Background: an optimization exercise with open tools, aiming at small area, a short achievable clock period and few clock cycles per item. Do not read the settings as production practice.
Only simulation tests tie the RTL to the original design; equivalence was not proved.
Power figures rest on the tool's default switching activity, not on a simulated workload.

--- design/flow/config.mk ---
export PLATFORM = sky130hd
export DESIGN_NAME = MUL
export DESIGN_NICKNAME = MUL
export VERILOG_FILES = /design/flow/design.v
export SDC_FILE = /design/flow/constraint.sdc
export NUM_CORES = 4
export LEC_CHECK = 0
export CAP_MARGIN = 20
export CORE_MARGIN = 2
export CORE_UTILIZATION = 50
export CTS_BUF_LIST = sky130_fd_sc_hd__clkbuf_8
export PLACE_DENSITY = 0.7
export SETUP_SLACK_MARGIN = 1.4
export SLEW_MARGIN = 20
--- design/flow/constraint.sdc ---
create_clock -name core_clock -period 4.0 [get_ports {clk}]
set_input_delay 0.8000 -clock core_clock [delete_from_list [all_inputs] [get_ports {clk}]]
set_output_delay 0.8000 -clock core_clock [all_outputs]
set_load 0.01 [all_outputs]
--- design/flow/design.v ---
module MUL #(
    parameter WIDTH = 32
) (
    input  [ 0:0] clk,
    input  [ 0:0] rst,
    input  [ 0:0] start,
    input  [31:0] a,
    input  [31:0] b,
    output [63:0] res,
    output [ 0:0] finish
);
reg  [5:0] p;
reg  [32:0] s_q, c_q;         
reg  [7:0] ls_q, lc_q;       
reg         n3_q;             
reg  [31:0] l_q;              
reg  [29:0] h_q;              
reg  [3:0] one_q, two_q, neg_q;  
reg         sgn_q;
wire first = p[0];
wire [32:0] sfb = first ? 33'h100000000 : s_q;
wire [32:0] cfb = first ? 33'h0 : c_q;
wire [32:0] am = {1'b0, a[30:0], 1'b0};    
wire [31:0] pp0;
wire [31:0] pp1;
wire [31:0] pp2;
wire [31:0] pp3;
genvar gj;
generate for (gj = 0; gj < 32; gj = gj + 1) begin : g_pp
    assign pp0[gj] = ((one_q[0] & am[gj+1]) | (two_q[0] & am[gj])) ^ neg_q[0];
    assign pp1[gj] = ((one_q[1] & am[gj+1]) | (two_q[1] & am[gj])) ^ neg_q[1];
    assign pp2[gj] = ((one_q[2] & am[gj+1]) | (two_q[2] & am[gj])) ^ neg_q[2];
    assign pp3[gj] = ((one_q[3] & am[gj+1]) | (two_q[3] & am[gj])) ^ neg_q[3];
end endgenerate
wire fs0;
wire fc0;
wire hs0;
wire hc0;
wire hs1;
wire hc1;
wire fs1;
wire fc1;
wire hs2;
wire hc2;
wire fs2;
wire fc2;
wire hs3;
wire hc3;
wire fs3;
wire fc3;
wire fs4;
wire fc4;
wire fs5;
wire fc5;
wire fs6;
wire fc6;
wire fs7;
wire fc7;
wire fs8;
wire fc8;
wire fs9;
wire fc9;
wire fs10;
wire fc10;
wire fs11;
wire fc11;
wire fs12;
wire fc12;
wire fs13;
wire fc13;
wire fs14;
wire fc14;
wire fs15;
wire fc15;
wire fs16;
wire fc16;
wire fs17;
wire fc17;
wire fs18;
wire fc18;
wire fs19;
wire fc19;
wire fs20;
wire fc20;
wire fs21;
wire fc21;
wire fs22;
wire fc22;
wire fs23;
wire fc23;
wire fs24;
wire fc24;
wire fs25;
wire fc25;
wire fs26;
wire fc26;
wire fs27;
wire fc27;
wire fs28;
wire fc28;
wire fs29;
wire fc29;
wire fs30;
wire fc30;
wire fs31;
wire fc31;
wire fs32;
wire fc32;
wire fs33;
wire fc33;
wire fs34;
wire fc34;
wire fs35;
wire fc35;
wire fs36;
wire fc36;
wire fs37;
wire fc37;
wire fs38;
wire fc38;
wire fs39;
wire fc39;
wire fs40;
wire fc40;
wire fs41;
wire fc41;
wire fs42;
wire fc42;
wire fs43;
wire fc43;
wire fs44;
wire fc44;
wire fs45;
wire fc45;
wire fs46;
wire fc46;
wire fs47;
wire fc47;
wire fs48;
wire fc48;
wire fs49;
wire fc49;
wire fs50;
wire fc50;
wire fs51;
wire fc51;
wire fs52;
wire fc52;
wire fs53;
wire fc53;
wire fs54;
wire fc54;
wire fs55;
wire fc55;
wire fs56;
wire fc56;
wire fs57;
wire fc57;
wire hs4;
wire hc4;
wire fs58;
wire fc58;
wire fs59;
wire fc59;
wire fs60;
wire fc60;
wire fs61;
wire fc61;
wire fs62;
wire fc62;
wire fs63;
wire fc63;
wire fs64;
wire fc64;
wire fs65;
wire fc65;
wire fs66;
wire fc66;
wire fs67;
wire fc67;
wire fs68;
wire fc68;
wire fs69;
wire fc69;
wire fs70;
wire fc70;
wire fs71;
wire fc71;
wire fs72;
wire fc72;
wire fs73;
wire fc73;
wire fs74;
wire fc74;
wire fs75;
wire fc75;
wire fs76;
wire fc76;
wire fs77;
wire fc77;
wire fs78;
wire fc78;
wire fs79;
wire fc79;
wire fs80;
wire fc80;
wire fs81;
wire fc81;
wire fs82;
wire fc82;
wire fs83;
wire fc83;
wire fs84;
wire fc84;
wire fs85;
wire fc85;
wire fs86;
wire fc86;
wire fs87;
wire fc87;
wire fs88;
wire fc88;
wire fs89;
wire fc89;
wire fs90;
wire fc90;
wire fs91;
wire fc91;
wire hs5;
wire hc5;
wire hs6;
wire hc6;
wire fs92;
wire fc92;
wire fs93;
wire fc93;
wire fs94;
wire fc94;
wire fs95;
wire fc95;
wire fs96;
wire fc96;
wire fs97;
wire fc97;
wire fs98;
wire fc98;
wire fs99;
wire fc99;
wire fs100;
wire fc100;
wire fs101;
wire fc101;
wire fs102;
wire fc102;
wire fs103;
wire fc103;
wire fs104;
wire fc104;
wire fs105;
wire fc105;
wire fs106;
wire fc106;
wire fs107;
wire fc107;
wire fs108;
wire fc108;
wire fs109;
wire fc109;
wire fs110;
wire fc110;
wire fs111;
wire fc111;
wire fs112;
wire fc112;
wire fs113;
wire fc113;
wire fs114;
wire fc114;
wire fs115;
wire fc115;
wire fs116;
wire fc116;
wire fs117;
wire fc117;
wire fs118;
wire fc118;
wire fs119;
wire fc119;
wire fs120;
wire fc120;
wire fs121;
wire fc121;
wire fs122;
wire fc122;
wire fs123;
wire fc123;
wire fs124;
wire fc124;
wire fs125;
wire fc125;
wire fs126;
wire fc126;
wire fs127;
wire fc127;
wire hs7;
wire hc7;
assign fs0 = neg_q[0] ^ sfb[0] ^ cfb[0];
assign fc0 = (neg_q[0] & sfb[0]) | (neg_q[0] & cfb[0]) | (sfb[0] & cfb[0]);
assign hs0 = neg_q[1] ^ sfb[2];
assign hc0 = neg_q[1] & sfb[2];
assign hs1 = sfb[3] ^ cfb[3];
assign hc1 = sfb[3] & cfb[3];
assign fs1 = neg_q[2] ^ sfb[4] ^ cfb[4];
assign fc1 = (neg_q[2] & sfb[4]) | (neg_q[2] & cfb[4]) | (sfb[4] & cfb[4]);
assign hs2 = pp0[4] ^ pp1[2];
assign hc2 = pp0[4] & pp1[2];
assign fs2 = sfb[5] ^ cfb[5] ^ pp0[5];
assign fc2 = (sfb[5] & cfb[5]) | (sfb[5] & pp0[5]) | (cfb[5] & pp0[5]);
assign hs3 = pp1[3] ^ pp2[1];
assign hc3 = pp1[3] & pp2[1];
assign fs3 = sfb[6] ^ cfb[6] ^ pp0[6];
assign fc3 = (sfb[6] & cfb[6]) | (sfb[6] & pp0[6]) | (cfb[6] & pp0[6]);
assign fs4 = pp1[4] ^ pp2[2] ^ pp3[0];
assign fc4 = (pp1[4] & pp2[2]) | (pp1[4] & pp3[0]) | (pp2[2] & pp3[0]);
assign fs5 = sfb[7] ^ cfb[7] ^ pp0[7];
assign fc5 = (sfb[7] & cfb[7]) | (sfb[7] & pp0[7]) | (cfb[7] & pp0[7]);
assign fs6 = pp1[5] ^ pp2[3] ^ pp3[1];
assign fc6 = (pp1[5] & pp2[3]) | (pp1[5] & pp3[1]) | (pp2[3] & pp3[1]);
assign fs7 = sfb[8] ^ cfb[8] ^ pp0[8];
assign fc7 = (sfb[8] & cfb[8]) | (sfb[8] & pp0[8]) | (cfb[8] & pp0[8]);
assign fs8 = pp1[6] ^ pp2[4] ^ pp3[2];
assign fc8 = (pp1[6] & pp2[4]) | (pp1[6] & pp3[2]) | (pp2[4] & pp3[2]);
assign fs9 = sfb[9] ^ cfb[9] ^ pp0[9];
assign fc9 = (sfb[9] & cfb[9]) | (sfb[9] & pp0[9]) | (cfb[9] & pp0[9]);
assign fs10 = pp1[7] ^ pp2[5] ^ pp3[3];
assign fc10 = (pp1[7] & pp2[5]) | (pp1[7] & pp3[3]) | (pp2[5] & pp3[3]);
assign fs11 = sfb[10] ^ cfb[10] ^ pp0[10];
assign fc11 = (sfb[10] & cfb[10]) | (sfb[10] & pp0[10]) | (cfb[10] & pp0[10]);
assign fs12 = pp1[8] ^ pp2[6] ^ pp3[4];
assign fc12 = (pp1[8] & pp2[6]) | (pp1[8] & pp3[4]) | (pp2[6] & pp3[4]);
assign fs13 = sfb[11] ^ cfb[11] ^ pp0[11];
assign fc13 = (sfb[11] & cfb[11]) | (sfb[11] & pp0[11]) | (cfb[11] & pp0[11]);
assign fs14 = pp1[9] ^ pp2[7] ^ pp3[5];
assign fc14 = (pp1[9] & pp2[7]) | (pp1[9] & pp3[5]) | (pp2[7] & pp3[5]);
assign fs15 = sfb[12] ^ cfb[12] ^ pp0[12];
assign fc15 = (sfb[12] & cfb[12]) | (sfb[12] & pp0[12]) | (cfb[12] & pp0[12]);
assign fs16 = pp1[10] ^ pp2[8] ^ pp3[6];
assign fc16 = (pp1[10] & pp2[8]) | (pp1[10] & pp3[6]) | (pp2[8] & pp3[6]);
assign fs17 = sfb[13] ^ cfb[13] ^ pp0[13];
assign fc17 = (sfb[13] & cfb[13]) | (sfb[13] & pp0[13]) | (cfb[13] & pp0[13]);
assign fs18 = pp1[11] ^ pp2[9] ^ pp3[7];
assign fc18 = (pp1[11] & pp2[9]) | (pp1[11] & pp3[7]) | (pp2[9] & pp3[7]);
assign fs19 = sfb[14] ^ cfb[14] ^ pp0[14];
assign fc19 = (sfb[14] & cfb[14]) | (sfb[14] & pp0[14]) | (cfb[14] & pp0[14]);
assign fs20 = pp1[12] ^ pp2[10] ^ pp3[8];
assign fc20 = (pp1[12] & pp2[10]) | (pp1[12] & pp3[8]) | (pp2[10] & pp3[8]);
assign fs21 = sfb[15] ^ cfb[15] ^ pp0[15];
assign fc21 = (sfb[15] & cfb[15]) | (sfb[15] & pp0[15]) | (cfb[15] & pp0[15]);
assign fs22 = pp1[13] ^ pp2[11] ^ pp3[9];
assign fc22 = (pp1[13] & pp2[11]) | (pp1[13] & pp3[9]) | (pp2[11] & pp3[9]);
assign fs23 = sfb[16] ^ cfb[16] ^ pp0[16];
assign fc23 = (sfb[16] & cfb[16]) | (sfb[16] & pp0[16]) | (cfb[16] & pp0[16]);
assign fs24 = pp1[14] ^ pp2[12] ^ pp3[10];
assign fc24 = (pp1[14] & pp2[12]) | (pp1[14] & pp3[10]) | (pp2[12] & pp3[10]);
assign fs25 = sfb[17] ^ cfb[17] ^ pp0[17];
assign fc25 = (sfb[17] & cfb[17]) | (sfb[17] & pp0[17]) | (cfb[17] & pp0[17]);
assign fs26 = pp1[15] ^ pp2[13] ^ pp3[11];
assign fc26 = (pp1[15] & pp2[13]) | (pp1[15] & pp3[11]) | (pp2[13] & pp3[11]);
assign fs27 = sfb[18] ^ cfb[18] ^ pp0[18];
assign fc27 = (sfb[18] & cfb[18]) | (sfb[18] & pp0[18]) | (cfb[18] & pp0[18]);
assign fs28 = pp1[16] ^ pp2[14] ^ pp3[12];
assign fc28 = (pp1[16] & pp2[14]) | (pp1[16] & pp3[12]) | (pp2[14] & pp3[12]);
assign fs29 = sfb[19] ^ cfb[19] ^ pp0[19];
assign fc29 = (sfb[19] & cfb[19]) | (sfb[19] & pp0[19]) | (cfb[19] & pp0[19]);
assign fs30 = pp1[17] ^ pp2[15] ^ pp3[13];
assign fc30 = (pp1[17] & pp2[15]) | (pp1[17] & pp3[13]) | (pp2[15] & pp3[13]);
assign fs31 = sfb[20] ^ cfb[20] ^ pp0[20];
assign fc31 = (sfb[20] & cfb[20]) | (sfb[20] & pp0[20]) | (cfb[20] & pp0[20]);
assign fs32 = pp1[18] ^ pp2[16] ^ pp3[14];
assign fc32 = (pp1[18] & pp2[16]) | (pp1[18] & pp3[14]) | (pp2[16] & pp3[14]);
assign fs33 = sfb[21] ^ cfb[21] ^ pp0[21];
assign fc33 = (sfb[21] & cfb[21]) | (sfb[21] & pp0[21]) | (cfb[21] & pp0[21]);
assign fs34 = pp1[19] ^ pp2[17] ^ pp3[15];
assign fc34 = (pp1[19] & pp2[17]) | (pp1[19] & pp3[15]) | (pp2[17] & pp3[15]);
assign fs35 = sfb[22] ^ cfb[22] ^ pp0[22];
assign fc35 = (sfb[22] & cfb[22]) | (sfb[22] & pp0[22]) | (cfb[22] & pp0[22]);
assign fs36 = pp1[20] ^ pp2[18] ^ pp3[16];
assign fc36 = (pp1[20] & pp2[18]) | (pp1[20] & pp3[16]) | (pp2[18] & pp3[16]);
assign fs37 = sfb[23] ^ cfb[23] ^ pp0[23];
assign fc37 = (sfb[23] & cfb[23]) | (sfb[23] & pp0[23]) | (cfb[23] & pp0[23]);
assign fs38 = pp1[21] ^ pp2[19] ^ pp3[17];
assign fc38 = (pp1[21] & pp2[19]) | (pp1[21] & pp3[17]) | (pp2[19] & pp3[17]);
assign fs39 = sfb[24] ^ cfb[24] ^ pp0[24];
assign fc39 = (sfb[24] & cfb[24]) | (sfb[24] & pp0[24]) | (cfb[24] & pp0[24]);
assign fs40 = pp1[22] ^ pp2[20] ^ pp3[18];
assign fc40 = (pp1[22] & pp2[20]) | (pp1[22] & pp3[18]) | (pp2[20] & pp3[18]);
assign fs41 = sfb[25] ^ cfb[25] ^ pp0[25];
assign fc41 = (sfb[25] & cfb[25]) | (sfb[25] & pp0[25]) | (cfb[25] & pp0[25]);
assign fs42 = pp1[23] ^ pp2[21] ^ pp3[19];
assign fc42 = (pp1[23] & pp2[21]) | (pp1[23] & pp3[19]) | (pp2[21] & pp3[19]);
assign fs43 = sfb[26] ^ cfb[26] ^ pp0[26];
assign fc43 = (sfb[26] & cfb[26]) | (sfb[26] & pp0[26]) | (cfb[26] & pp0[26]);
assign fs44 = pp1[24] ^ pp2[22] ^ pp3[20];
assign fc44 = (pp1[24] & pp2[22]) | (pp1[24] & pp3[20]) | (pp2[22] & pp3[20]);
assign fs45 = sfb[27] ^ cfb[27] ^ pp0[27];
assign fc45 = (sfb[27] & cfb[27]) | (sfb[27] & pp0[27]) | (cfb[27] & pp0[27]);
assign fs46 = pp1[25] ^ pp2[23] ^ pp3[21];
assign fc46 = (pp1[25] & pp2[23]) | (pp1[25] & pp3[21]) | (pp2[23] & pp3[21]);
assign fs47 = sfb[28] ^ cfb[28] ^ pp0[28];
assign fc47 = (sfb[28] & cfb[28]) | (sfb[28] & pp0[28]) | (cfb[28] & pp0[28]);
assign fs48 = pp1[26] ^ pp2[24] ^ pp3[22];
assign fc48 = (pp1[26] & pp2[24]) | (pp1[26] & pp3[22]) | (pp2[24] & pp3[22]);
assign fs49 = sfb[29] ^ cfb[29] ^ pp0[29];
assign fc49 = (sfb[29] & cfb[29]) | (sfb[29] & pp0[29]) | (cfb[29] & pp0[29]);
assign fs50 = pp1[27] ^ pp2[25] ^ pp3[23];
assign fc50 = (pp1[27] & pp2[25]) | (pp1[27] & pp3[23]) | (pp2[25] & pp3[23]);
assign fs51 = sfb[30] ^ cfb[30] ^ pp0[30];
assign fc51 = (sfb[30] & cfb[30]) | (sfb[30] & pp0[30]) | (cfb[30] & pp0[30]);
assign fs52 = pp1[28] ^ pp2[26] ^ pp3[24];
assign fc52 = (pp1[28] & pp2[26]) | (pp1[28] & pp3[24]) | (pp2[26] & pp3[24]);
assign fs53 = sfb[31] ^ cfb[31] ^ pp0[31];
assign fc53 = (sfb[31] & cfb[31]) | (sfb[31] & pp0[31]) | (cfb[31] & pp0[31]);
assign fs54 = pp1[29] ^ pp2[27] ^ pp3[25];
assign fc54 = (pp1[29] & pp2[27]) | (pp1[29] & pp3[25]) | (pp2[27] & pp3[25]);
assign fs55 = ~neg_q[0] ^ sfb[32] ^ cfb[32];
assign fc55 = (~neg_q[0] & sfb[32]) | (~neg_q[0] & cfb[32]) | (sfb[32] & cfb[32]);
assign fs56 = pp1[30] ^ pp2[28] ^ pp3[26];
assign fc56 = (pp1[30] & pp2[28]) | (pp1[30] & pp3[26]) | (pp2[28] & pp3[26]);
assign fs57 = 1'b1 ^ pp1[31] ^ pp2[29];
assign fc57 = (1'b1 & pp1[31]) | (1'b1 & pp2[29]) | (pp1[31] & pp2[29]);
assign hs4 = pp0[0] ^ lowc[0];
assign hc4 = pp0[0] & lowc[0];
assign fs58 = sfb[1] ^ cfb[1] ^ pp0[1];
assign fc58 = (sfb[1] & cfb[1]) | (sfb[1] & pp0[1]) | (cfb[1] & pp0[1]);
assign fs59 = cfb[2] ^ pp0[2] ^ pp1[0];
assign fc59 = (cfb[2] & pp0[2]) | (cfb[2] & pp1[0]) | (pp0[2] & pp1[0]);
assign fs60 = pp0[3] ^ pp1[1] ^ hc0;
assign fc60 = (pp0[3] & pp1[1]) | (pp0[3] & hc0) | (pp1[1] & hc0);
assign fs61 = pp2[0] ^ hc1 ^ hs2;
assign fc61 = (pp2[0] & hc1) | (pp2[0] & hs2) | (hc1 & hs2);
assign fs62 = hc2 ^ hs3 ^ fc1;
assign fc62 = (hc2 & hs3) | (hc2 & fc1) | (hs3 & fc1);
assign fs63 = hc3 ^ fc2 ^ fs3;
assign fc63 = (hc3 & fc2) | (hc3 & fs3) | (fc2 & fs3);
assign fs64 = fc3 ^ fc4 ^ fs5;
assign fc64 = (fc3 & fc4) | (fc3 & fs5) | (fc4 & fs5);
assign fs65 = fc5 ^ fc6 ^ fs7;
assign fc65 = (fc5 & fc6) | (fc5 & fs7) | (fc6 & fs7);
assign fs66 = fc7 ^ fc8 ^ fs9;
assign fc66 = (fc7 & fc8) | (fc7 & fs9) | (fc8 & fs9);
assign fs67 = fc9 ^ fc10 ^ fs11;
assign fc67 = (fc9 & fc10) | (fc9 & fs11) | (fc10 & fs11);
assign fs68 = fc11 ^ fc12 ^ fs13;
assign fc68 = (fc11 & fc12) | (fc11 & fs13) | (fc12 & fs13);
assign fs69 = fc13 ^ fc14 ^ fs15;
assign fc69 = (fc13 & fc14) | (fc13 & fs15) | (fc14 & fs15);
assign fs70 = fc15 ^ fc16 ^ fs17;
assign fc70 = (fc15 & fc16) | (fc15 & fs17) | (fc16 & fs17);
assign fs71 = fc17 ^ fc18 ^ fs19;
assign fc71 = (fc17 & fc18) | (fc17 & fs19) | (fc18 & fs19);
assign fs72 = fc19 ^ fc20 ^ fs21;
assign fc72 = (fc19 & fc20) | (fc19 & fs21) | (fc20 & fs21);
assign fs73 = fc21 ^ fc22 ^ fs23;
assign fc73 = (fc21 & fc22) | (fc21 & fs23) | (fc22 & fs23);
assign fs74 = fc23 ^ fc24 ^ fs25;
assign fc74 = (fc23 & fc24) | (fc23 & fs25) | (fc24 & fs25);
assign fs75 = fc25 ^ fc26 ^ fs27;
assign fc75 = (fc25 & fc26) | (fc25 & fs27) | (fc26 & fs27);
assign fs76 = fc27 ^ fc28 ^ fs29;
assign fc76 = (fc27 & fc28) | (fc27 & fs29) | (fc28 & fs29);
assign fs77 = fc29 ^ fc30 ^ fs31;
assign fc77 = (fc29 & fc30) | (fc29 & fs31) | (fc30 & fs31);
assign fs78 = fc31 ^ fc32 ^ fs33;
assign fc78 = (fc31 & fc32) | (fc31 & fs33) | (fc32 & fs33);
assign fs79 = fc33 ^ fc34 ^ fs35;
assign fc79 = (fc33 & fc34) | (fc33 & fs35) | (fc34 & fs35);
assign fs80 = fc35 ^ fc36 ^ fs37;
assign fc80 = (fc35 & fc36) | (fc35 & fs37) | (fc36 & fs37);
assign fs81 = fc37 ^ fc38 ^ fs39;
assign fc81 = (fc37 & fc38) | (fc37 & fs39) | (fc38 & fs39);
assign fs82 = fc39 ^ fc40 ^ fs41;
assign fc82 = (fc39 & fc40) | (fc39 & fs41) | (fc40 & fs41);
assign fs83 = fc41 ^ fc42 ^ fs43;
assign fc83 = (fc41 & fc42) | (fc41 & fs43) | (fc42 & fs43);
assign fs84 = fc43 ^ fc44 ^ fs45;
assign fc84 = (fc43 & fc44) | (fc43 & fs45) | (fc44 & fs45);
assign fs85 = fc45 ^ fc46 ^ fs47;
assign fc85 = (fc45 & fc46) | (fc45 & fs47) | (fc46 & fs47);
assign fs86 = fc47 ^ fc48 ^ fs49;
assign fc86 = (fc47 & fc48) | (fc47 & fs49) | (fc48 & fs49);
assign fs87 = fc49 ^ fc50 ^ fs51;
assign fc87 = (fc49 & fc50) | (fc49 & fs51) | (fc50 & fs51);
assign fs88 = fc51 ^ fc52 ^ fs53;
assign fc88 = (fc51 & fc52) | (fc51 & fs53) | (fc52 & fs53);
assign fs89 = fc53 ^ fc54 ^ fs55;
assign fc89 = (fc53 & fc54) | (fc53 & fs55) | (fc54 & fs55);
assign fs90 = pp3[27] ^ fc55 ^ fc56;
assign fc90 = (pp3[27] & fc55) | (pp3[27] & fc56) | (fc55 & fc56);
assign fs91 = ~neg_q[1] ^ pp2[30] ^ pp3[28];
assign fc91 = (~neg_q[1] & pp2[30]) | (~neg_q[1] & pp3[28]) | (pp2[30] & pp3[28]);
assign hs5 = 1'b1 ^ pp2[31];
assign hc5 = 1'b1 & pp2[31];
assign hs6 = lowc[1] ^ fs0;
assign hc6 = lowc[1] & fs0;
assign fs92 = fc0 ^ fs58 ^ hc4;
assign fc92 = (fc0 & fs58) | (fc0 & hc4) | (fs58 & hc4);
assign fs93 = hs0 ^ fc58 ^ fs59;
assign fc93 = (hs0 & fc58) | (hs0 & fs59) | (fc58 & fs59);
assign fs94 = hs1 ^ fc59 ^ fs60;
assign fc94 = (hs1 & fc59) | (hs1 & fs60) | (fc59 & fs60);
assign fs95 = fs1 ^ fc60 ^ fs61;
assign fc95 = (fs1 & fc60) | (fs1 & fs61) | (fc60 & fs61);
assign fs96 = fs2 ^ fc61 ^ fs62;
assign fc96 = (fs2 & fc61) | (fs2 & fs62) | (fc61 & fs62);
assign fs97 = fs4 ^ fc62 ^ fs63;
assign fc97 = (fs4 & fc62) | (fs4 & fs63) | (fc62 & fs63);
assign fs98 = fs6 ^ fc63 ^ fs64;
assign fc98 = (fs6 & fc63) | (fs6 & fs64) | (fc63 & fs64);
assign fs99 = fs8 ^ fc64 ^ fs65;
assign fc99 = (fs8 & fc64) | (fs8 & fs65) | (fc64 & fs65);
assign fs100 = fs10 ^ fc65 ^ fs66;
assign fc100 = (fs10 & fc65) | (fs10 & fs66) | (fc65 & fs66);
assign fs101 = fs12 ^ fc66 ^ fs67;
assign fc101 = (fs12 & fc66) | (fs12 & fs67) | (fc66 & fs67);
assign fs102 = fs14 ^ fc67 ^ fs68;
assign fc102 = (fs14 & fc67) | (fs14 & fs68) | (fc67 & fs68);
assign fs103 = fs16 ^ fc68 ^ fs69;
assign fc103 = (fs16 & fc68) | (fs16 & fs69) | (fc68 & fs69);
assign fs104 = fs18 ^ fc69 ^ fs70;
assign fc104 = (fs18 & fc69) | (fs18 & fs70) | (fc69 & fs70);
assign fs105 = fs20 ^ fc70 ^ fs71;
assign fc105 = (fs20 & fc70) | (fs20 & fs71) | (fc70 & fs71);
assign fs106 = fs22 ^ fc71 ^ fs72;
assign fc106 = (fs22 & fc71) | (fs22 & fs72) | (fc71 & fs72);
assign fs107 = fs24 ^ fc72 ^ fs73;
assign fc107 = (fs24 & fc72) | (fs24 & fs73) | (fc72 & fs73);
assign fs108 = fs26 ^ fc73 ^ fs74;
assign fc108 = (fs26 & fc73) | (fs26 & fs74) | (fc73 & fs74);
assign fs109 = fs28 ^ fc74 ^ fs75;
assign fc109 = (fs28 & fc74) | (fs28 & fs75) | (fc74 & fs75);
assign fs110 = fs30 ^ fc75 ^ fs76;
assign fc110 = (fs30 & fc75) | (fs30 & fs76) | (fc75 & fs76);
assign fs111 = fs32 ^ fc76 ^ fs77;
assign fc111 = (fs32 & fc76) | (fs32 & fs77) | (fc76 & fs77);
assign fs112 = fs34 ^ fc77 ^ fs78;
assign fc112 = (fs34 & fc77) | (fs34 & fs78) | (fc77 & fs78);
assign fs113 = fs36 ^ fc78 ^ fs79;
assign fc113 = (fs36 & fc78) | (fs36 & fs79) | (fc78 & fs79);
assign fs114 = fs38 ^ fc79 ^ fs80;
assign fc114 = (fs38 & fc79) | (fs38 & fs80) | (fc79 & fs80);
assign fs115 = fs40 ^ fc80 ^ fs81;
assign fc115 = (fs40 & fc80) | (fs40 & fs81) | (fc80 & fs81);
assign fs116 = fs42 ^ fc81 ^ fs82;
assign fc116 = (fs42 & fc81) | (fs42 & fs82) | (fc81 & fs82);
assign fs117 = fs44 ^ fc82 ^ fs83;
assign fc117 = (fs44 & fc82) | (fs44 & fs83) | (fc82 & fs83);
assign fs118 = fs46 ^ fc83 ^ fs84;
assign fc118 = (fs46 & fc83) | (fs46 & fs84) | (fc83 & fs84);
assign fs119 = fs48 ^ fc84 ^ fs85;
assign fc119 = (fs48 & fc84) | (fs48 & fs85) | (fc84 & fs85);
assign fs120 = fs50 ^ fc85 ^ fs86;
assign fc120 = (fs50 & fc85) | (fs50 & fs86) | (fc85 & fs86);
assign fs121 = fs52 ^ fc86 ^ fs87;
assign fc121 = (fs52 & fc86) | (fs52 & fs87) | (fc86 & fs87);
assign fs122 = fs54 ^ fc87 ^ fs88;
assign fc122 = (fs54 & fc87) | (fs54 & fs88) | (fc87 & fs88);
assign fs123 = fs56 ^ fs89 ^ fc88;
assign fc123 = (fs56 & fs89) | (fs56 & fc88) | (fs89 & fc88);
assign fs124 = fs57 ^ fc89 ^ fs90;
assign fc124 = (fs57 & fc89) | (fs57 & fs90) | (fc89 & fs90);
assign fs125 = fc57 ^ fs91 ^ fc90;
assign fc125 = (fc57 & fs91) | (fc57 & fc90) | (fs91 & fc90);
assign fs126 = pp3[29] ^ hs5 ^ fc91;
assign fc126 = (pp3[29] & hs5) | (pp3[29] & fc91) | (hs5 & fc91);
assign fs127 = ~neg_q[2] ^ pp3[30] ^ hc5;
assign fc127 = (~neg_q[2] & pp3[30]) | (~neg_q[2] & hc5) | (pp3[30] & hc5);
assign hs7 = 1'b1 ^ pp3[31];
assign hc7 = 1'b1 & pp3[31];
wire [32:0] s_t = {1'b0, 1'b1, hc7, fc127, fc126, fc125, fc124, fc123, fc122, fc121, fc120, fc119, fc118, fc117, fc116, fc115, fc114, fc113, fc112, fc111, fc110, fc109, fc108, fc107, fc106, fc105, fc104, fc103, fc102, fc101, fc100, fc99, fc98};
wire [32:0] c_t = {1'b0, 1'b0, ~neg_q[3], hs7, fs127, fs126, fs125, fs124, fs123, fs122, fs121, fs120, fs119, fs118, fs117, fs116, fs115, fs114, fs113, fs112, fs111, fs110, fs109, fs108, fs107, fs106, fs105, fs104, fs103, fs102, fs101, fs100, fs99};
wire [7:0] ls_t = {fc97, fc96, fc95, fc94, fc93, fc92, hc6, hs6};
wire [7:0] lc_t = {fs98, fs97, fs96, fs95, fs94, fs93, fs92, hs4};
wire [8:0] u = {1'b0, ls_q} + {1'b0, lc_q};
wire [7:0] low = {u[7] ^ (u[6] & n3_q), u[6] ^ n3_q, u[5:0]};
wire [1:0] lowc = {u[7] & u[6] & n3_q, u[8]} & {2{~first}};
wire [37:0] fin = {s_q[29:0], ls_q} + {c_q[29:0], lc_q};
wire [32:0] bm = {1'b0, b[30:0], 1'b0};    
wire [8:0] w0 = bm[8:0];
wire [8:0] w1 = bm[16:8];
wire [8:0] w2 = bm[24:16];
wire [8:0] w3 = bm[32:24];
wire [8:0] wn = ({9{~|p[2:0]}} & w0) |
                  ({9{p[0]}} & w1) |
                  ({9{p[1]}} & w2) |
                  ({9{p[2]}} & w3);
wire [3:0] one_n, two_n, neg_n;
generate for (gj = 0; gj < 4; gj = gj + 1) begin : g_enc
    assign one_n[gj] = wn[2*gj+1] ^ wn[2*gj];
    assign two_n[gj] = (wn[2*gj+2] & ~wn[2*gj+1] & ~wn[2*gj]) | (~wn[2*gj+2] & wn[2*gj+1] & wn[2*gj]);
    assign neg_n[gj] = wn[2*gj+2];
end endgenerate
always @(posedge clk) begin
    if (rst)
        p <= 6'b0;
    else
        p <= {p[4:0], start};
    one_q <= one_n;
    two_q <= two_n;
    neg_q <= neg_n;
    s_q   <= s_t;
    c_q   <= c_t;
    ls_q  <= ls_t;
    lc_q  <= lc_t;
    n3_q  <= neg_q[3];
    l_q   <= {low[7:0], l_q[31:8]};
    h_q   <= fin[37:8];
    sgn_q <= a[31] ^ b[31];
end
assign finish = p[5];
assign res = {sgn_q, 1'b0, h_q, l_q};
endmodule
--- design/flow/run.sh ---
#!/bin/bash
# synth_recipe.tcl (not shown) runs the flow's synth.tcl, then flattens the netlist and writes it again
# the make line also repeats each setting of config.mk as NAME=value (left out here)
make -C /OpenROAD-flow-scripts/flow DESIGN_CONFIG=/design/flow/config.mk WORK_HOME=/design/flow/orfs CLKGATE_MAP_FILE= SYNTH_SCRIPT=/design/flow/synth_recipe.tcl finish
==> summary.md, run 1 <==
| Metric | Value |
|---|---|
| Root buffer cell | `clkbuf_8` |
| Reg2Reg Setup Slack | `1.43 ns` |
| Top delay family on crit path | `adder cells` |
| Worst stage delay on the critical path | `0.51 ns` |
| Min-delay worst type | `flop to flop` |
| Critical-path cell list | `clkdlybuf4s15_2 > a22oi_2 > xnor2_2 > fa_1 > fa_1 > inv_1 > fa_2` |
| Minimum clock period | `2.61 ns` |
| Synth warn | `1` |
| Drt total wl | `28500 um` |
| Ys flop type | `dfxtp_1` |
| Cell Area, Synth | `11300 um2` |
| Setup violators final | `0` |
| #FFs+latches synth | `160` |
| Syn_nets | `1392` |
| Reg clk slew, reported paths | `0.11 ns` |
| Total CTS buffers | `17` |
| Fmax | `384 MHz` |
| DP HPWL | `21200 um` |
| Wire per inst | `18.5 um` |
| Leakage | `5.77 nW` |
| Sw power | `6.32 mW` |
| DRT Pass-1 Iters | `5` |
| Post-route DRC | `0` |
| Reg power frac | `0.220` |
| Worst Path Max Fanout | `8` |
| Worst path slowest cell | `fa_1` |
| RSZ-0062 raised after global routing | `yes` |
| Layout Skew | `0.0144 ns` |
| Required time of the worst setup path | `4.41 ns` |
| WP buf/inv | `2` |
| Setup TNS | `0 ns` |
| TritonCTS clock tree | `yes` |
| Max-cap violations | `0` |
| Area grow syn2layout | `23.1%` |
| Antenna violations before repair | `2` |
| Clock power frac | `0.093` |
| First-pass GRT wire length | `44700 um` |
| GRT Total Usage | `0.239` |
| Crit-path most repeated cell | `fa_1` |
| Gate power share | `0.687` |
| Final Wtd Congestion | `0.850` |
| Die H | `155 um` |
| Mapped Cells | `1153` |
| Area after DPL | `12900 um2` |
| Fillers | `1835` |
| # H-tree levels | `4` |
| Layout cells sized above 1 | `0.186` |
| Core area | `22400 um2` |
| Critical path arrival | `3.01 ns` |
| Fin Hold WS | `0.349 ns` |
| Hold buffer count at CTS | `0` |
| Antenna Cells | `0` |
| Final Net Count | `1480` |
| Peak VDD IR | `0.421 mV` |
| Largest net degree at the start of global routing | `47` |
| Io pins | `132` |
| Critical path class | `primary input to flop` |
| CP startpoint kind | `primary input` |
| Status | `no timing/DRC/antenna violations` |
| Via count | `8483` |
| DR iter-0 viols | `583` |
| Count of different cell masters after synthesis | `63` |
| Initial core utilization | `0.505` |
| Final Cell Area | `13900 um2` |
| Via-to-Cell Ratio | `5.51` |
| Post-synthesis area per instance | `9.83 um2` |
| Sw Ratio | `0.460` |
| Slew headroom | `0.630` |
| Worst Max-Slew Pin Slew | `0.555 ns` |
| Post-synthesis sequential area ratio | `0.283` |
| Congestion Overflow GR | `0` |
| Number of synthesized flops with an enable pin | `0` |
| R2r worst-path depth | `7` |
| Pint | `7.41 mW` |
| Vias in the first global route | `8509` |
| Period utilization | `0.651` |
| FP Rows | `55` |
| CTS sink cnt | `160` |
| Die Wd | `155 um` |
| Antenna-violating nets left | `0` |
| FFs w/ async S/R, synth | `0` |
| Die area | `23900 um2` |
| Hold Path Depth | `0` |
| Worst path depth | `7` |
| Kind of end point of the critical path | `flop` |
| PwrDens | `984 nW/um2` |
| Final Hold Fails | `0` |
| Longest Clk Path Bufs | `2` |
| Pins over their slew limit | `0` |
| Clock latency on the worst-skew pair | `0.47 ns` |
| Port Buf Inserts | `130` |
## final cells by class
type	instances	area (um2)	area share
clock inverter	15	206	0.0148
tap	285	357	0.0256
inverter	109	414	0.0297
timing repair buffer	164	1670	0.120
multi-input combinational	789	7840	0.562
clock buffer	17	234	0.0168
sequential	160	3230	0.231
## layout by cell type, fill, tap and decap left out, drive strengths merged, types with 4 or more instances in the layout
cell type and instances:
nor2 24, ha 47, a31oi 7, nand3 13
o21a 5, o21bai 6, xnor2 145, xor2 25
a21o 16, fa 125, inv 115, a221o 8
clkdlybuf4s50 99, nand2 107, a21oi 42, a22oi 120
nand4 7, o31ai 4, o21ai 31, nor2b 14
buf 40, clkdlybuf4s15 14, dfxtp 160, clkbuf 28
clkinv 9, o211ai 6, nand2b 4
## cell families after synthesis
logic type | synth area share
xor gates and xnor gates | 0.131
AOI/OAI and AO/OA | 0.164
DFF | 0.283
other | 0.000331
adders and majority gates | 0.273
buffers and inverters | 0.0721
muxes | 0.000994
and+or+nand+nor | 0.0751
## path summary, 6_finish.rpt
kind,to,startpoint
setup / recovery,c_q[7]$_DFF_P_,a[14]
hold / removal,l_q[23]$_DFF_P_,l_q[31]$_DFF_P_
setup reg to reg,c_q[13]$_DFF_P_,neg_q[0]$_DFF_P_
hold reg to reg,l_q[23]$_DFF_P_,l_q[31]$_DFF_P_
## power groups by stage
stage               registers (mW)  clock network (mW)  logic, mW
global placement              3.04                   0       8.58
floorplan                     3.05                   0       6.10
global route                  3.10                1.36       10.6
detailed placement            3.05                   0       8.86
finish                        3.03                1.27       9.43
CTS                           3.02                1.29       9.02
## what timing repair did
item | in CTS | in global routing
cloned | 0 | 3
endpoints found under the setup margin | 65 | 39
setup buffers | 5 | 10
gates resized for setup | 105 | 107
pin swaps | 3 | 25
## stage by stage
| stage | total power [mW] | utilization | instances | worst slack (ns) |
|---|---|---|---|---|
| finish | 13.7 | 0.622 | 1539 | 1.39 |
| global route | 15.1 | 0.622 | 1539 | 1.34 |
| floorplan | 9.16 | - | 1153 | 1.21 |
| global placement | 11.6 | 0.577 | 1489 | 0.507 |
| detailed placement | 11.9 | 0.577 | 1489 | 0.481 |
| CTS | 13.3 | 0.603 | 1526 | 1.38 |
## cells in the mapped netlist, drive strengths merged (8+ instances only)
library cell / count / area (um2)
o21ai: 31 / 163
a221o: 8 / 80.1
a21o: 16 / 120
nor2: 24 / 90.1
xnor2: 145 / 1270
clkbuf: 70 / 293
xor2: 25 / 219
fa: 125 / 2500
dfxtp: 160 / 3200
nand2: 107 / 404
nand3: 13 / 65.1
ha: 47 / 588
inv: 109 / 409
buf: 25 / 115
nor2b: 14 / 87.6
a21oi: 42 / 225
a22oi: 120 / 901
## sequential cells by signal, summed over array words and instances (netlist names)
| signal | cells |
|---|---|
| sgn_q | 1 |
| h_q | 30 |
| s_q | 31 |
| lc_q | 8 |
| n3_q | 1 |
| neg_q | 4 |
| c_q | 31 |
| ls_q | 8 |
| one_q | 4 |
| two_q | 4 |
| p | 6 |
| l_q | 32 |
## metal layers
layer / GRT usage / wire, um
met5: 0 / 27
met4: 0.0807 / 760
met2: 0.408 / 14200
met1: 0.310 / 12100
met3: 0.0384 / 1440
Testbench counts, summed over its fixed seeds: cycles 5,376, items 768.
==> run 2, diff against run 1 <==
--- a/design/flow/config.mk
+++ b/design/flow/config.mk
@@ -7,8 +7,8 @@
 export LEC_CHECK = 0
 export CAP_MARGIN = 20
 export CORE_MARGIN = 2
-export CORE_UTILIZATION = 50
+export CORE_UTILIZATION = 40
 export CTS_BUF_LIST = sky130_fd_sc_hd__clkbuf_8
-export PLACE_DENSITY = 0.7
+export GPL_ROUTABILITY_DRIVEN = 0
 export SETUP_SLACK_MARGIN = 1.4
 export SLEW_MARGIN = 20
==> run 2 against run 1 <==
  * Final area rose by 0.60%
  * Clock power barely moved
  * Synthesized cell count did not move
  * Via count barely moved
  * Count of clock-buffer cells in the layout did not move
  * Register-to-register slack improved by 0.02 ns
  * Area after synthesis did not move
  * Wire length rose by 6.2%
  * Combinational power rose by 0.4%
  * First-iteration DRC count fell by 7.5%
  * Largest cell class unchanged
==> summary.md, run 2 <==
| Metric | Value |
|---|---|
| #FFs+latches synth | `160` |
| Top cells by area, synth | `dfxtp_1 28%, fa_1 22%, xnor2_1 11%` |
| Setup violators final | `0` |
| GRT Total Usage | `0.208` |
| Top delay family on crit path | `adder cells` |
| Wire per inst | `18.5 um` |
| Yosys top cell by area | `dfxtp_1` |
| Vias in the first global route | `8701` |
| Minimum clock period | `2.57 ns` |
| Port Buf Inserts | `130` |
| Gate power share | `0.689` |
| Worst Path Max Fanout | `8` |
| Layout cells sized above 1 | `0.184` |
| Finished Layout Cells | `1639` |
| Leakage | `5.80 nW` |
| Antenna violations before repair | `1` |
| Reg clk slew, reported paths | `0.12 ns` |
| DR iter-0 viols | `539` |
| Largest register FFs | `32` |
| Worst Max-Slew Pin Slew | `0.589 ns` |
| Critical path class | `primary input to flop` |
| Final Net Count | `1487` |
| Clock latency on the worst-skew pair | `0.48 ns` |
| Period utilization | `0.642` |
| Min-delay worst type | `flop to flop` |
| Die H | `172 um` |
| Area after DPL | `13000 um2` |
| Total CTS buffers | `17` |
| Fmax | `389 MHz` |
| Fillers | `2606` |
| Via-to-Cell Ratio | `5.17` |
| Final Cell Area | `14000 um2` |
| Worst path slowest cell | `fa_1` |
| Count of different cell masters after synthesis | `63` |
| FFs w/ async S/R, synth | `0` |
| Antenna Cells | `0` |
| Initial core utilization | `0.407` |
| Cell Area, Synth | `11300 um2` |
| Congestion Overflow GR | `0` |
| Sw Ratio | `0.462` |
| Biggest regs | `l_q x32, c_q x31, s_q x31` |
| First-pass GRT wire length | `47500 um` |
| WP buf/inv | `3` |
| Post-synthesis area per instance | `9.83 um2` |
| Ys flop type | `dfxtp_1` |
| Antenna-violating nets left | `0` |
| Number of synthesized flops with an enable pin | `0` |
| Syn_nets | `1392` |
| Top-count cell post-synth | `dfxtp_1` |
| Root buffer cell | `clkbuf_8` |
| Peak VDD IR | `0.511 mV` |
| Post-synthesis sequential area ratio | `0.283` |
| CP startpoint kind | `primary input` |
| Critical-path cell list | `clkdlybuf4s15_2 > a22oi_2 > xnor2_1 > fa_1 > inv_1 > fa_1 > inv_1 > fa_2` |
| Post-route DRC | `0` |
| Required time of the worst setup path | `4.34 ns` |
| Commonest non-fill, non-tap cell in the layout | `dfxtp_1` |
| Setup TNS | `0 ns` |
| Max-cap violations | `0` |
| Longest Clk Path Bufs | `2` |
| Critical path arrival | `2.91 ns` |
| Largest net degree at the start of global routing | `48` |
| Final Hold Fails | `0` |
| Die area | `29700 um2` |
| RSZ-0062 raised after global routing | `yes` |
| Worst stage delay on the critical path | `0.44 ns` |
| TritonCTS clock tree | `yes` |
| DRT Pass-1 Iters | `5` |
| Core area | `27900 um2` |
| Via count | `8475` |
| Kind of end point of the critical path | `flop` |
| Die Wd | `172 um` |
| Synth cell count leaders | `160 x dfxtp_1, 145 x xnor2_1, 125 x fa_1, 120 x a22oi_1, 108 x inv_1` |
| Mapped Cells | `1153` |
| FP Rows | `61` |
| Io pins | `132` |
| Sw power | `6.35 mW` |
| Synth warn | `1` |
| Status | `no timing/DRC/antenna violations` |
| Layout Skew | `0.0273 ns` |
| # H-tree levels | `4` |
| Clock power frac | `0.092` |
| PwrDens | `980 nW/um2` |
| DP HPWL | `22400 um` |
| Most flops, register | `l_q` |
| Util after Layout | `0.504` |
| CTS sink cnt | `160` |
| Reg power frac | `0.219` |
| Drt total wl | `30300 um` |
| Top cell type's share of synthesized area | `0.283` |
| # placed instances | `1586` |
| Slew headroom | `0.606` |
| Most frequent cells in the layout | `152 x dfxtp_1, 132 x xnor2_1, 107 x inv_1, 106 x nand2_1, 100 x fa_1` |
| Pins over their slew limit | `0` |
| Pint | `7.40 mW` |
| Total chip power | `13.8 mW` |
| Area grow syn2layout | `23.9%` |
[run 2: cell counts after synthesis]
Identical to the previous run, type by type.
[run 2: final timing paths]
path              cells past startpoint  slack (ns)             from              end
setup / recovery                      8        1.43             a[5]   c_q[2]$_DFF_P_
hold / removal                        0        0.34  l_q[24]$_DFF_P_  l_q[16]$_DFF_P_
setup reg to reg                      9        1.45  ls_q[1]$_DFF_P_  h_q[27]$_DFF_P_
hold reg to reg                       0        0.34  l_q[24]$_DFF_P_  l_q[16]$_DFF_P_
[run 2: cell families after synthesis]
family                   synth area share
AO/OA/AOI/OAI                       0.164
AND/OR/NAND/NOR                    0.0751
XOR/XNOR                            0.131
flip-flops                          0.283
multiplexers                     0.000994
buffers and inverters              0.0721
adder cells (fa/ha/maj)             0.273
other                            0.000331
[run 2: area by class of cell]
type	count	area, um2	share of cell area
Sequential cell	160	3230	0.230
Multi-Input combinational cell	789	7800	0.556
Clock buffer	17	234	0.0167
Tap cell	378	473	0.0337
Timing Repair inverter	1	8.76	0.000624
Timing Repair Buffer	170	1680	0.120
Clock inverter	15	185	0.0132
Inverter	109	429	0.0306
[run 2: routing by layer]
| metal | wire length (um) | part of all wire | up-vias | track usage |
|---|---|---|---|---|
| li1 | - | - | 4028 | - |
| met1 | 12700 | 0.42 | 4182 | 0.258 |
| met2 | 15500 | 0.51 | 223 | 0.369 |
| met3 | 1340 | 0.044 | 40 | 0.0325 |
| met4 | 767 | 0.025 | 2 | 0.0669 |
| met5 | 11 | 0.00036 | - | 0 |
[run 2: what timing repair did]
item                                    CTS  global route
hold buffers                              0             0
buffers inserted                          2            15
pin swaps                                 4            22
gates cloned                              0             4
endpoints found under the setup margin   70            42
gates resized for setup                 115           104
[run 2: power groups by stage]
stage	sequential, mW	clock (mW)	combinational (mW)
after detailed placement	3.07	0	9.10
after global placement	3.07	0	8.82
after CTS	3.04	1.32	9.21
final	3.02	1.26	9.47
after global routing	3.10	1.37	10.8
after floorplan	3.05	0	6.10
[run 2: worst reg2reg max path: stages, from the launching register on]
cell	delay, ns
dfxtp_1	0.35
ha_1	0.30
a21oi_1	0.24
nor3b_2	0.11
o211a_1	0.31
o21a_1	0.27
a211oi_4	0.33
a21oi_2	0.14
a221oi_2	0.27
xnor2_1	0.16
[run 2: through the flow]
| step | setup slack, ns | hold WS [ns] |
|---|---|---|
| global route | 1.35 | 0.362 |
| finish | 1.43 | 0.345 |
| global placement | 0.498 | 0.332 |
| CTS | 1.39 | 0.350 |
| detailed placement | 0.477 | 0.335 |
| floorplan | 1.21 | 0.329 |
==> run 3, diff against run 2 <==
--- a/design/flow/config.mk
+++ b/design/flow/config.mk
@@ -9,6 +9,6 @@
 export CORE_MARGIN = 2
 export CORE_UTILIZATION = 40
 export CTS_BUF_LIST = sky130_fd_sc_hd__clkbuf_8
-export GPL_ROUTABILITY_DRIVEN = 0
+export PLACE_DENSITY = 0.8
 export SETUP_SLACK_MARGIN = 1.4
 export SLEW_MARGIN = 20
==> run 3 against run 2 <==
  * Via count grew 2.9%
  * Critical endpoint is now c_q[19]$_DFF_P_
  * Critical path depth shrank 1
  * Sequential power is essentially flat
  * Global-route usage shrank 0.84 points
  * Power shrank 0.25%
  * Die area is the same
  * Count of clock-buffer cells in the layout is the same
  * Wire length shrank 1.6%
  * Setup slack lost 0.032 ns
  * Clock power shrank 3%
  * Non-clock buffer count shrank 7
==> summary.md, run 3 <==
| Metric | Value |
|---|---|
| Status | `no timing/DRC/antenna violations` |
| Worst Max-Slew Pin Slew | `0.560 ns` |
| Congestion Overflow GR | `0` |
| CTS sink cnt | `160` |
| FFs w/ async S/R, synth | `0` |
| Peak VDD IR | `0.550 mV` |
| Most flops, register | `l_q` |
| Cell Area, Synth | `11300 um2` |
| Via-to-Cell Ratio | `5.34` |
| Top cells by area, synth | `dfxtp_1 28%, fa_1 22%, xnor2_1 11%` |
| Hold Path Depth | `0` |
| RSZ-0062 raised after global routing | `yes` |
| DR iter-0 viols | `560` |
| Largest register FFs | `32` |
| Die H | `172 um` |
| Final Hold Fails | `0` |
| Layout cells sized above 1 | `0.179` |
| Post-route DRC | `0` |
| Kind of end point of the critical path | `flop` |
| Setup violators final | `0` |
| Count of different cell masters after synthesis | `63` |
| Reg clk slew, reported paths | `0.11 ns` |
| Slew headroom | `0.626` |
| Yosys top cell by area | `dfxtp_1` |
| CP startpoint kind | `primary input` |
| R2r worst-path depth | `10` |
| Top-count cell post-synth | `dfxtp_1` |
| Minimum clock period | `2.60 ns` |
| Util after Layout | `0.499` |
| Required time of the worst setup path | `4.43 ns` |
| Initial core utilization | `0.407` |
| Mapped Cells | `1153` |
| Io pins | `132` |
| Drt total wl | `29800 um` |
| Worst Path Max Fanout | `8` |
| Layout Skew | `0.0211 ns` |
| #FFs+latches synth | `160` |
| Vias in the first global route | `8627` |
| Largest net degree at the start of global routing | `55` |
| Critical path arrival | `3.03 ns` |
| Min-delay worst type | `flop to flop` |
| Via count | `8723` |
| Post-synthesis area per instance | `9.83 um2` |
| Post-synthesis sequential area ratio | `0.283` |
| Antenna violations before repair | `4` |
| First-pass GRT wire length | `45700 um` |
| Period utilization | `0.650` |
| Die Wd | `172 um` |
| Final Net Count | `1479` |
| FP Rows | `61` |
| Syn_nets | `1392` |
| Most frequent cells in the layout | `152 x dfxtp_1, 136 x xnor2_1, 106 x nand2_1, 106 x inv_1, 100 x fa_1` |
| Port Buf Inserts | `130` |
| Top cell type's share of synthesized area | `0.283` |
| DP HPWL | `22200 um` |
| Root buffer cell | `clkbuf_8` |
| Synth warn | `1` |
| Setup TNS | `0 ns` |
| Area grow syn2layout | `22.8%` |
| Commonest non-fill, non-tap cell in the layout | `dfxtp_1` |
| Fillers | `2467` |
| Longest Clk Path Bufs | `2` |
| PwrDens | `986 nW/um2` |
| TritonCTS clock tree | `yes` |
| Wire per inst | `18.2 um` |
| Die area | `29700 um2` |
| Core area | `27900 um2` |
| Total CTS buffers | `17` |
| Biggest regs | `l_q x32, c_q x31, s_q x31` |
| GRT Total Usage | `0.199` |
| Pins over their slew limit | `0` |
| # H-tree levels | `4` |
| Synth cell count leaders | `160 x dfxtp_1, 145 x xnor2_1, 125 x fa_1, 120 x a22oi_1, 108 x inv_1` |
| Clock latency on the worst-skew pair | `0.48 ns` |
| Number of synthesized flops with an enable pin | `0` |
| Final Wtd Congestion | `0.896` |
| Leakage | `5.71 nW` |
| Hold buffer count at CTS | `0` |
| Ys flop type | `dfxtp_1` |
| Fmax | `385 MHz` |
| Antenna-violating nets left | `0` |
| Max-cap violations | `0` |
| DRT Pass-1 Iters | `6` |
| Critical path class | `primary input to flop` |
==> run 3: cell counts after synthesis <==
No cell type changed its count.
==> run 3: power breakdown <==
part	switching (mW)	internal (mW)
sequential	0.462	2.59
combinational	5.20	4.25
clock	0.744	0.471
total	6.41	7.31
==> run 3: per-stage QoR <==
step,instance area [um2],setup slack (ns),cells,hold WS [ns],total power [mW]
2_1_floorplan,12000,1.21,1153,0.329,9.16
3_3_place_gp,13000,0.503,1586,0.331,11.6
3_5_place_dp,13000,0.492,1586,0.337,12.0
4_1_cts,13600,1.36,1620,0.347,13.4
5_1_grt,13900,1.33,1632,0.352,15.0
6_report,13900,1.40,1634,0.348,13.7
==> run 3: what timing repair did <==
action	CTS	global route
endpoints found under the setup margin	68	47
gates resized for setup	102	117
hold endpoints to repair	0	0
pin swaps	2	28
cloned	0	2
buffers inserted	2	9
==> run 3: critical path: stages <==
cell	delay, ns
clkdlybuf4s15_2	0.26
a22oi_2	0.26
xnor2_2	0.12
fa_1	0.47
fa_1	0.57
inv_1	0.05
fa_2	0.50
==> run 3: layer usage <==
| layer | share of wire | wire length (um) | global-route usage |
|---|---|---|---|
| met5 | 0.00044 | 13 | 0 |
| met4 | 0.031 | 923 | 0.0712 |
| met3 | 0.066 | 1960 | 0.0382 |
| met2 | 0.50 | 15000 | 0.351 |
| met1 | 0.40 | 11900 | 0.243 |
==> run 3: final cells by class <==
type | count | area (um2) | area share
clock buffer | 17 | 234 | 0.0168
multi-input combinational | 789 | 7800 | 0.561
antenna | 3 | 7.51 | 0.000540
clock inverter | 15 | 168 | 0.0121
sequential | 160 | 3230 | 0.232
tap | 378 | 473 | 0.0340
timing repair buffer | 163 | 1560 | 0.112
inverter | 109 | 435 | 0.0313
==> run 3: cells by family (layout without fill, tap and decap cells) <==
group           after synthesis  in the layout  share of synthesized area
mux                           1              1                   0.000994
compound gates              259            259                      0.164
other cells                   1              4                   0.000331
xor+xnor                    170            170                      0.131
flops                       160            160                      0.283
fa+ha+maj                   172            172                      0.273
simple gates                186            186                     0.0751
buf+inv                     204            304                     0.0721
==> run 3: worst paths after layout <==
| kind | start | to | slack (ns) |
|---|---|---|---|
| setup reg to reg | ls_q[0]$_DFF_P_ | lc_q[1]$_DFF_P_ | 1.43 |
| hold reg to reg | l_q[26]$_DFF_P_ | l_q[18]$_DFF_P_ | 0.35 |
| setup / recovery | a[25] | c_q[19]$_DFF_P_ | 1.40 |
| hold / removal | l_q[26]$_DFF_P_ | l_q[18]$_DFF_P_ | 0.35 |
==> run 4, diff against run 3 <==
--- a/design/flow/config.mk
+++ b/design/flow/config.mk
@@ -9,6 +9,5 @@
 export CORE_MARGIN = 2
 export CORE_UTILIZATION = 40
 export CTS_BUF_LIST = sky130_fd_sc_hd__clkbuf_8
-export PLACE_DENSITY = 0.8
 export SETUP_SLACK_MARGIN = 1.4
 export SLEW_MARGIN = 20
==> run 4 against run 3 <==
  * Register-to-register slack improved by 0.02 ns
  * Synthesized cell count unchanged
  * Core utilization increased by 0.45 points
  * Via count decreased by 2.8%
  * Combinational power about the same
  * Critical endpoint is now c_q[2]$_DFF_P_
  * Count of clock-buffer cells in the layout unchanged
  * Global-route usage increased by 0.84 points
  * Flip-flop and latch count unchanged
==> summary.md, run 4 <==
| Metric | Value |
|---|---|
| Status | `no timing/DRC/antenna violations` |
| Port Buf Inserts | `130` |
| CTS sink cnt | `160` |
| Antenna-violating nets left | `0` |
| Top cells by area, synth | `dfxtp_1 28%, fa_1 22%, xnor2_1 11%` |
| DRT Pass-1 Iters | `5` |
| #FFs+latches synth | `160` |
| Fillers | `2606` |
| Worst Max-Slew Pin Slew | `0.589 ns` |
| Synth warn | `1` |
| Vias in the first global route | `8701` |
| Largest net degree at the start of global routing | `48` |
| Largest family of logic cells by synthesized area | `adder cells` |
| Sw power | `6.35 mW` |
| Wire per inst | `18.5 um` |
| DR iter-0 viols | `539` |
| Layout cells sized above 1 | `0.184` |
| Top cell type's share of synthesized area | `0.283` |
| Commonest non-fill, non-tap cell in the layout | `dfxtp_1` |
| Leakage | `5.80 nW` |
| Required time of the worst setup path | `4.34 ns` |
| Critical path arrival | `2.91 ns` |
| Reg power frac | `0.219` |
| Antenna Cells | `0` |
| Post-synthesis compound-gate area fraction | `0.164` |
| Kind of end point of the critical path | `flop` |
| Post-route DRC | `0` |
| Setup violators final | `0` |
| FP Rows | `61` |
| Die area | `29700 um2` |
| Layout Skew | `0.0273 ns` |
| TritonCTS clock tree | `yes` |
| Count of different cell masters after synthesis | `63` |
| Max-cap violations | `0` |
| Total chip power | `13.8 mW` |
| Root buffer cell | `clkbuf_8` |
| Gate power share | `0.689` |
| Setup TNS | `0 ns` |
| Slew headroom | `0.606` |
| Congestion Overflow GR | `0` |
| RSZ-0062 raised after global routing | `yes` |
| Largest register FFs | `32` |
| Final Hold Fails | `0` |
| Synth cell count leaders | `160 x dfxtp_1, 145 x xnor2_1, 125 x fa_1, 120 x a22oi_1, 108 x inv_1` |
| Critical path class | `primary input to flop` |
| Longest Clk Path Bufs | `2` |
| Synth Area in XOR/XNOR | `0.131` |
| Min-delay worst type | `flop to flop` |
| Sw Ratio | `0.462` |
| Synth Area in Simple Gates | `0.0751` |
| Post-synthesis area per instance | `9.83 um2` |
| PwrDens | `980 nW/um2` |
| Io pins | `132` |
| Period utilization | `0.642` |
| FFs w/ async S/R, synth | `0` |
| Adder-cell share of the synthesized area | `0.273` |
| Final Net Count | `1487` |
| Total CTS buffers | `17` |
| Pins over their slew limit | `0` |
| Top-count cell post-synth | `dfxtp_1` |
| Peak VDD IR | `0.511 mV` |
| # H-tree levels | `4` |
| Ys flop type | `dfxtp_1` |
| Util after Layout | `0.504` |
| Reg clk slew, reported paths | `0.12 ns` |
| Number of synthesized flops with an enable pin | `0` |
| Die Wd | `172 um` |
| Final Wtd Congestion | `0.850` |
| Final Cell Area | `14000 um2` |
| CP startpoint kind | `primary input` |
| Worst Path Max Fanout | `8` |
| Most frequent cells in the layout | `152 x dfxtp_1, 132 x xnor2_1, 107 x inv_1, 106 x nand2_1, 100 x fa_1` |
| Initial core utilization | `0.407` |
| Drt total wl | `30300 um` |
| First-pass GRT wire length | `47500 um` |
| Via count | `8475` |
| Mapped Cells | `1153` |
| Pint | `7.40 mW` |
| Fmax | `389 MHz` |
| Post-synthesis sequential area ratio | `0.283` |
| Cell Area, Synth | `11300 um2` |
| Multiplexer area fraction after synthesis | `0.000994` |
| Minimum clock period | `2.57 ns` |
| Die H | `172 um` |
| Biggest regs | `l_q x32, c_q x31, s_q x31` |
| Syn_nets | `1392` |
| Most flops, register | `l_q` |
| Clock latency on the worst-skew pair | `0.48 ns` |
| Antenna violations before repair | `1` |
| GRT Total Usage | `0.208` |
| Fin Hold WS | `0.345 ns` |
| Area after DPL | `13000 um2` |
| Clock power frac | `0.092` |
| Via-to-Cell Ratio | `5.17` |
| Core area | `27900 um2` |
| Yosys top cell by area | `dfxtp_1` |
| Area grow syn2layout | `23.9%` |
| DP HPWL | `22400 um` |
## run 4: final timing paths
check,depth (start not counted),from,to,slack [ns]
setup / recovery,8,a[5],c_q[2]$_DFF_P_,1.43
hold / removal,0,l_q[24]$_DFF_P_,l_q[16]$_DFF_P_,0.34
setup reg to reg,9,ls_q[1]$_DFF_P_,h_q[27]$_DFF_P_,1.45
hold reg to reg,0,l_q[24]$_DFF_P_,l_q[16]$_DFF_P_,0.34
## run 4: layout make-up
cell class	instances	area, um2	area share
multi-input cells	789	7800	0.556
repair inverters	1	8.76	0.000624
well taps	378	473	0.0337
clock inverters	15	185	0.0132
repair buffers	170	1680	0.120
inverters	109	429	0.0306
clock buffers	17	234	0.0167
flip-flops and latches	160	3230	0.230
## run 4: kinds of logic (layout without fill, tap and decap cells)
| group | Yosys count | count (layout) |
|---|---|---|
| multiplexers | 1 | 1 |
| other | 1 | 1 |
| adder cells (fa/ha/maj) | 172 | 172 |
| XOR/XNOR | 170 | 170 |
| AND/OR/NAND/NOR | 186 | 186 |
| buffers and inverters | 204 | 312 |
| AO/OA/AOI/OAI | 259 | 259 |
| flip-flops | 160 | 160 |
## run 4: metal layers
layer | part of all wire | vias to the layer above | GRT usage
met1 | 0.42 | 4182 | 0.258
met3 | 0.044 | 40 | 0.0325
met4 | 0.025 | 2 | 0.0669
met2 | 0.51 | 223 | 0.369
met5 | 0.00036 | - | 0
li1 | - | 4028 | -
## run 4: power by group through the flow
stage / Combinational (mW) / Sequential, mW / Clock [mW]
3_3_place_gp: 8.82 / 3.07 / 0
6_report: 9.47 / 3.02 / 1.26
2_1_floorplan: 6.10 / 3.05 / 0
4_1_cts: 9.21 / 3.04 / 1.32
5_1_grt: 10.8 / 3.10 / 1.37
3_5_place_dp: 9.10 / 3.07 / 0
## run 4: metrics by stage
stage	std cells	setup WS, ns
2_1_floorplan	1153	1.21
5_1_grt	1639	1.35
4_1_cts	1620	1.39
3_3_place_gp	1586	0.498
3_5_place_dp	1586	0.477
6_report	1639	1.43
## run 4: timing repair
item | 4_1_cts | 5_1_grt
endpoints found under the setup margin | 70 | 42
buffers inserted | 2 | 15
endpoints found under the hold margin | 0 | 0
resized for setup | 115 | 104
gates cloned | 0 | 4
hold buffers | 0 | 0
pin swaps | 4 | 22
## run 4: worst max-delay path, cell delays in order
cell             delay [ns]
clkdlybuf4s15_2        0.30
a22oi_2                0.23
xnor2_1                0.11
fa_1                   0.44
inv_1                  0.10
fa_1                   0.41
inv_1                  0.08
fa_2                   0.43
==> run 5, diff against run 4 <==
==> design/flow/config.mk (replaced) <==
export PLATFORM = sky130hd
export DESIGN_NAME = MUL
export DESIGN_NICKNAME = MUL
export VERILOG_FILES = /design/flow/design.v
export SDC_FILE = /design/flow/constraint.sdc
export NUM_CORES = 4
export LEC_CHECK = 0
export CAP_MARGIN = 10
export CORE_MARGIN = 2
export CORE_UTILIZATION = 40
export CTS_BUF_LIST = sky130_fd_sc_hd__clkbuf_8
export SETUP_SLACK_MARGIN = 1.4
export SLEW_MARGIN = 10
==> run 5 against run 4 <==
  * Flip-flop and latch count stayed put
  * Clock skew stayed put
  * Count of clock-buffer cells in the layout unchanged
  * Cell count unchanged
  * Synthesized cell count unchanged
  * Global-route usage did not move
  * Core utilization unchanged
  * Combinational power barely moved
==> summary.md, run 5 <==
| Metric | Value |
|---|---|
| Minimum clock period | `2.57 ns` |
| CTS sink cnt | `160` |
| Synth Area in Simple Gates | `0.0751` |
| Via count | `8475` |
| Antenna violations before repair | `1` |
| Largest register FFs | `32` |
| Required time of the worst setup path | `4.34 ns` |
| Reg power frac | `0.219` |
| Sw Ratio | `0.462` |
| Final Wtd Congestion | `0.850` |
| Synth Area in XOR/XNOR | `0.131` |
| CP startpoint | `a[5]` |
| Top cells by area, synth | `dfxtp_1 28%, fa_1 22%, xnor2_1 11%` |
| Reg2Reg Setup Slack | `1.45 ns` |
| Drt total wl | `30300 um` |
| FP Rows | `61` |
| Worst Path Max Fanout | `8` |
| TritonCTS clock tree | `yes` |
| Longest Clk Path Bufs | `2` |
| Congestion Overflow GR | `0` |
| Worst hold start | `l_q[24]$_DFF_P_` |
| Ys flop type | `dfxtp_1` |
| Root buffer cell | `clkbuf_8` |
| Wire per inst | `18.5 um` |
| Layout Skew | `0.0273 ns` |
| Peak VDD IR | `0.511 mV` |
| Die H | `172 um` |
| FFs w/ async S/R, synth | `0` |
| Hold buffer count at CTS | `0` |
| Final worst slack | `1.43 ns` |
| Fmax | `389 MHz` |
| Commonest non-fill, non-tap cell in the layout | `dfxtp_1` |
| Top-count cell post-synth | `dfxtp_1` |
| Leakage | `5.80 nW` |
| Largest net degree at the start of global routing | `48` |
| First-pass GRT wire length | `47500 um` |
| Area grow syn2layout | `23.9%` |
| Synth warn | `1` |
| Die Wd | `172 um` |
| # H-tree levels | `4` |
| Most flops, register | `l_q` |
| Setup violators final | `0` |
| Finished Layout Cells | `1639` |
| Worst Max-Slew Pin Slew | `0.589 ns` |
| Synth cell count leaders | `160 x dfxtp_1, 145 x xnor2_1, 125 x fa_1, 120 x a22oi_1, 108 x inv_1` |
| Setup TNS | `0 ns` |
| Most frequent cells in the layout | `152 x dfxtp_1, 132 x xnor2_1, 107 x inv_1, 106 x nand2_1, 100 x fa_1` |
| WHS Endpoint | `l_q[16]$_DFF_P_` |
| Multiplexer area fraction after synthesis | `0.000994` |
| R2R Path Start | `ls_q[1]$_DFF_P_` |
| Clock latency on the worst-skew pair | `0.48 ns` |
| PwrDens | `980 nW/um2` |
| Final Hold Fails | `0` |
| Pins over their slew limit | `0` |
| Max-cap violations | `0` |
| DRT Pass-1 Iters | `5` |
| Status | `no timing/DRC/antenna violations` |
| Final Net Count | `1487` |
| Critical path arrival | `2.91 ns` |
| Biggest regs | `l_q x32, c_q x31, s_q x31` |
| CP startpoint kind | `primary input` |
| Slew headroom | `0.606` |
| Clock power frac | `0.092` |
| Pint | `7.40 mW` |
| Kind of end point of the critical path | `flop` |
| RSZ-0062 raised after global routing | `yes` |
| Port Buf Inserts | `130` |
| Fin Hold WS | `0.345 ns` |
| Reg clk slew, reported paths | `0.12 ns` |
| Adder-cell share of the synthesized area | `0.273` |
| Total CTS buffers | `17` |
| Critical path class | `primary input to flop` |
| Top cell type's share of synthesized area | `0.283` |
| Hold Path Depth | `0` |
| Largest family of logic cells by synthesized area | `adder cells` |
| Cell Area, Synth | `11300 um2` |
| Fillers | `2606` |
| Post-synthesis sequential area ratio | `0.283` |
| R2r worst-path depth | `9` |
| Total chip power | `13.8 mW` |
| Die area | `29700 um2` |
| DP HPWL | `22400 um` |
| Yosys top cell by area | `dfxtp_1` |
| Gate power share | `0.689` |
| RR Endpoint | `h_q[27]$_DFF_P_` |
| Period utilization | `0.642` |
| Post-route DRC | `0` |
| Sw power | `6.35 mW` |
| Initial core utilization | `0.407` |
| DR iter-0 viols | `539` |
| Via-to-Cell Ratio | `5.17` |
| Min-delay worst type | `flop to flop` |
| Io pins | `132` |
| Vias in the first global route | `8701` |
| Number of synthesized flops with an enable pin | `0` |
| Antenna Cells | `0` |
| Core area | `27900 um2` |
| Placement Setup Slack | `0.477 ns` |
| # placed instances | `1586` |
| #FFs+latches synth | `160` |
| Mapped Cells | `1153` |
| GRT Total Usage | `0.208` |
| Syn_nets | `1392` |
| Post-synthesis compound-gate area fraction | `0.164` |
| Antenna-violating nets left | `0` |
| Count of different cell masters after synthesis | `63` |
| Post-synthesis area per instance | `9.83 um2` |
| Layout cells sized above 1 | `0.184` |
-- run 5: layout make-up --
class,instances,area [um2],area share
multi-input combinational,789,7800,0.556
sequential,160,3230,0.230
timing repair buffer,170,1680,0.120
tap,378,473,0.0337
inverter,109,429,0.0306
clock buffer,17,234,0.0167
clock inverter,15,185,0.0132
timing repair inverter,1,8.76,0.000624
-- run 5: worst max-delay path: stages --
cell and delay [ns]:
clkdlybuf4s15_2 0.30, a22oi_2 0.23, xnor2_1 0.11, fa_1 0.44, inv_1 0.10, fa_1 0.41, inv_1 0.08, fa_2 0.43
-- run 5: power groups by stage --
| stage | Clock, mW | Sequential, mW | Combinational [mW] |
|---|---|---|---|
| detailed placement | 0 | 3.07 | 9.10 |
| global route | 1.37 | 3.10 | 10.8 |
| floorplan | 0 | 3.05 | 6.10 |
| CTS | 1.32 | 3.04 | 9.21 |
| finish | 1.26 | 3.02 | 9.47 |
| global placement | 0 | 3.07 | 8.82 |
-- run 5: cell families after synthesis --
group,after synthesis
other,1
XOR/XNOR,170
buffers and inverters,204
multiplexers,1
AND/OR/NAND/NOR,186
AO/OA/AOI/OAI,259
flip-flops,160
adder cells (fa/ha/maj),172
-- run 5: routing by layer --
layer  GRT usage  share of wire  vias to the layer above  routed length (um)
li1            -              -                     4028                   -
met1       0.258           0.42                     4182               12700
met2       0.369           0.51                      223               15500
met3      0.0325          0.044                       40                1340
met4      0.0669          0.025                        2                 767
met5           0        0.00036                        -                  11
-- run 5: how the worst max path moves through the flow --
stage / slack (ns) / end / cells after the start
after global placement: 0.50 / c_q[21]$_DFF_P_ / 7
after detailed placement: 0.48 / c_q[1]$_DFF_P_ / 7
after CTS: 1.39 / c_q[22]$_DFF_P_ / 8
after floorplan: 1.21 / c_q[22]$_DFF_P_ / 7
final: 1.43 / c_q[2]$_DFF_P_ / 8
after global routing: 1.35 / lc_q[1]$_DFF_P_ / 10
-- run 5: stage by stage --
step | util | cell area (um2)
2_1_floorplan | - | 12000
5_1_grt | 0.504 | 14000
3_5_place_dp | 0.468 | 13000
4_1_cts | 0.489 | 13600
3_3_place_gp | 0.468 | 13000
6_report | 0.504 | 14000
-- run 5: timing repair --
action                     4_1_cts  5_1_grt
setup endpoints to repair       70       42
gates cloned                     0        4
resized for setup              115      104
pin swaps                        4       22
buffers inserted                 2       15
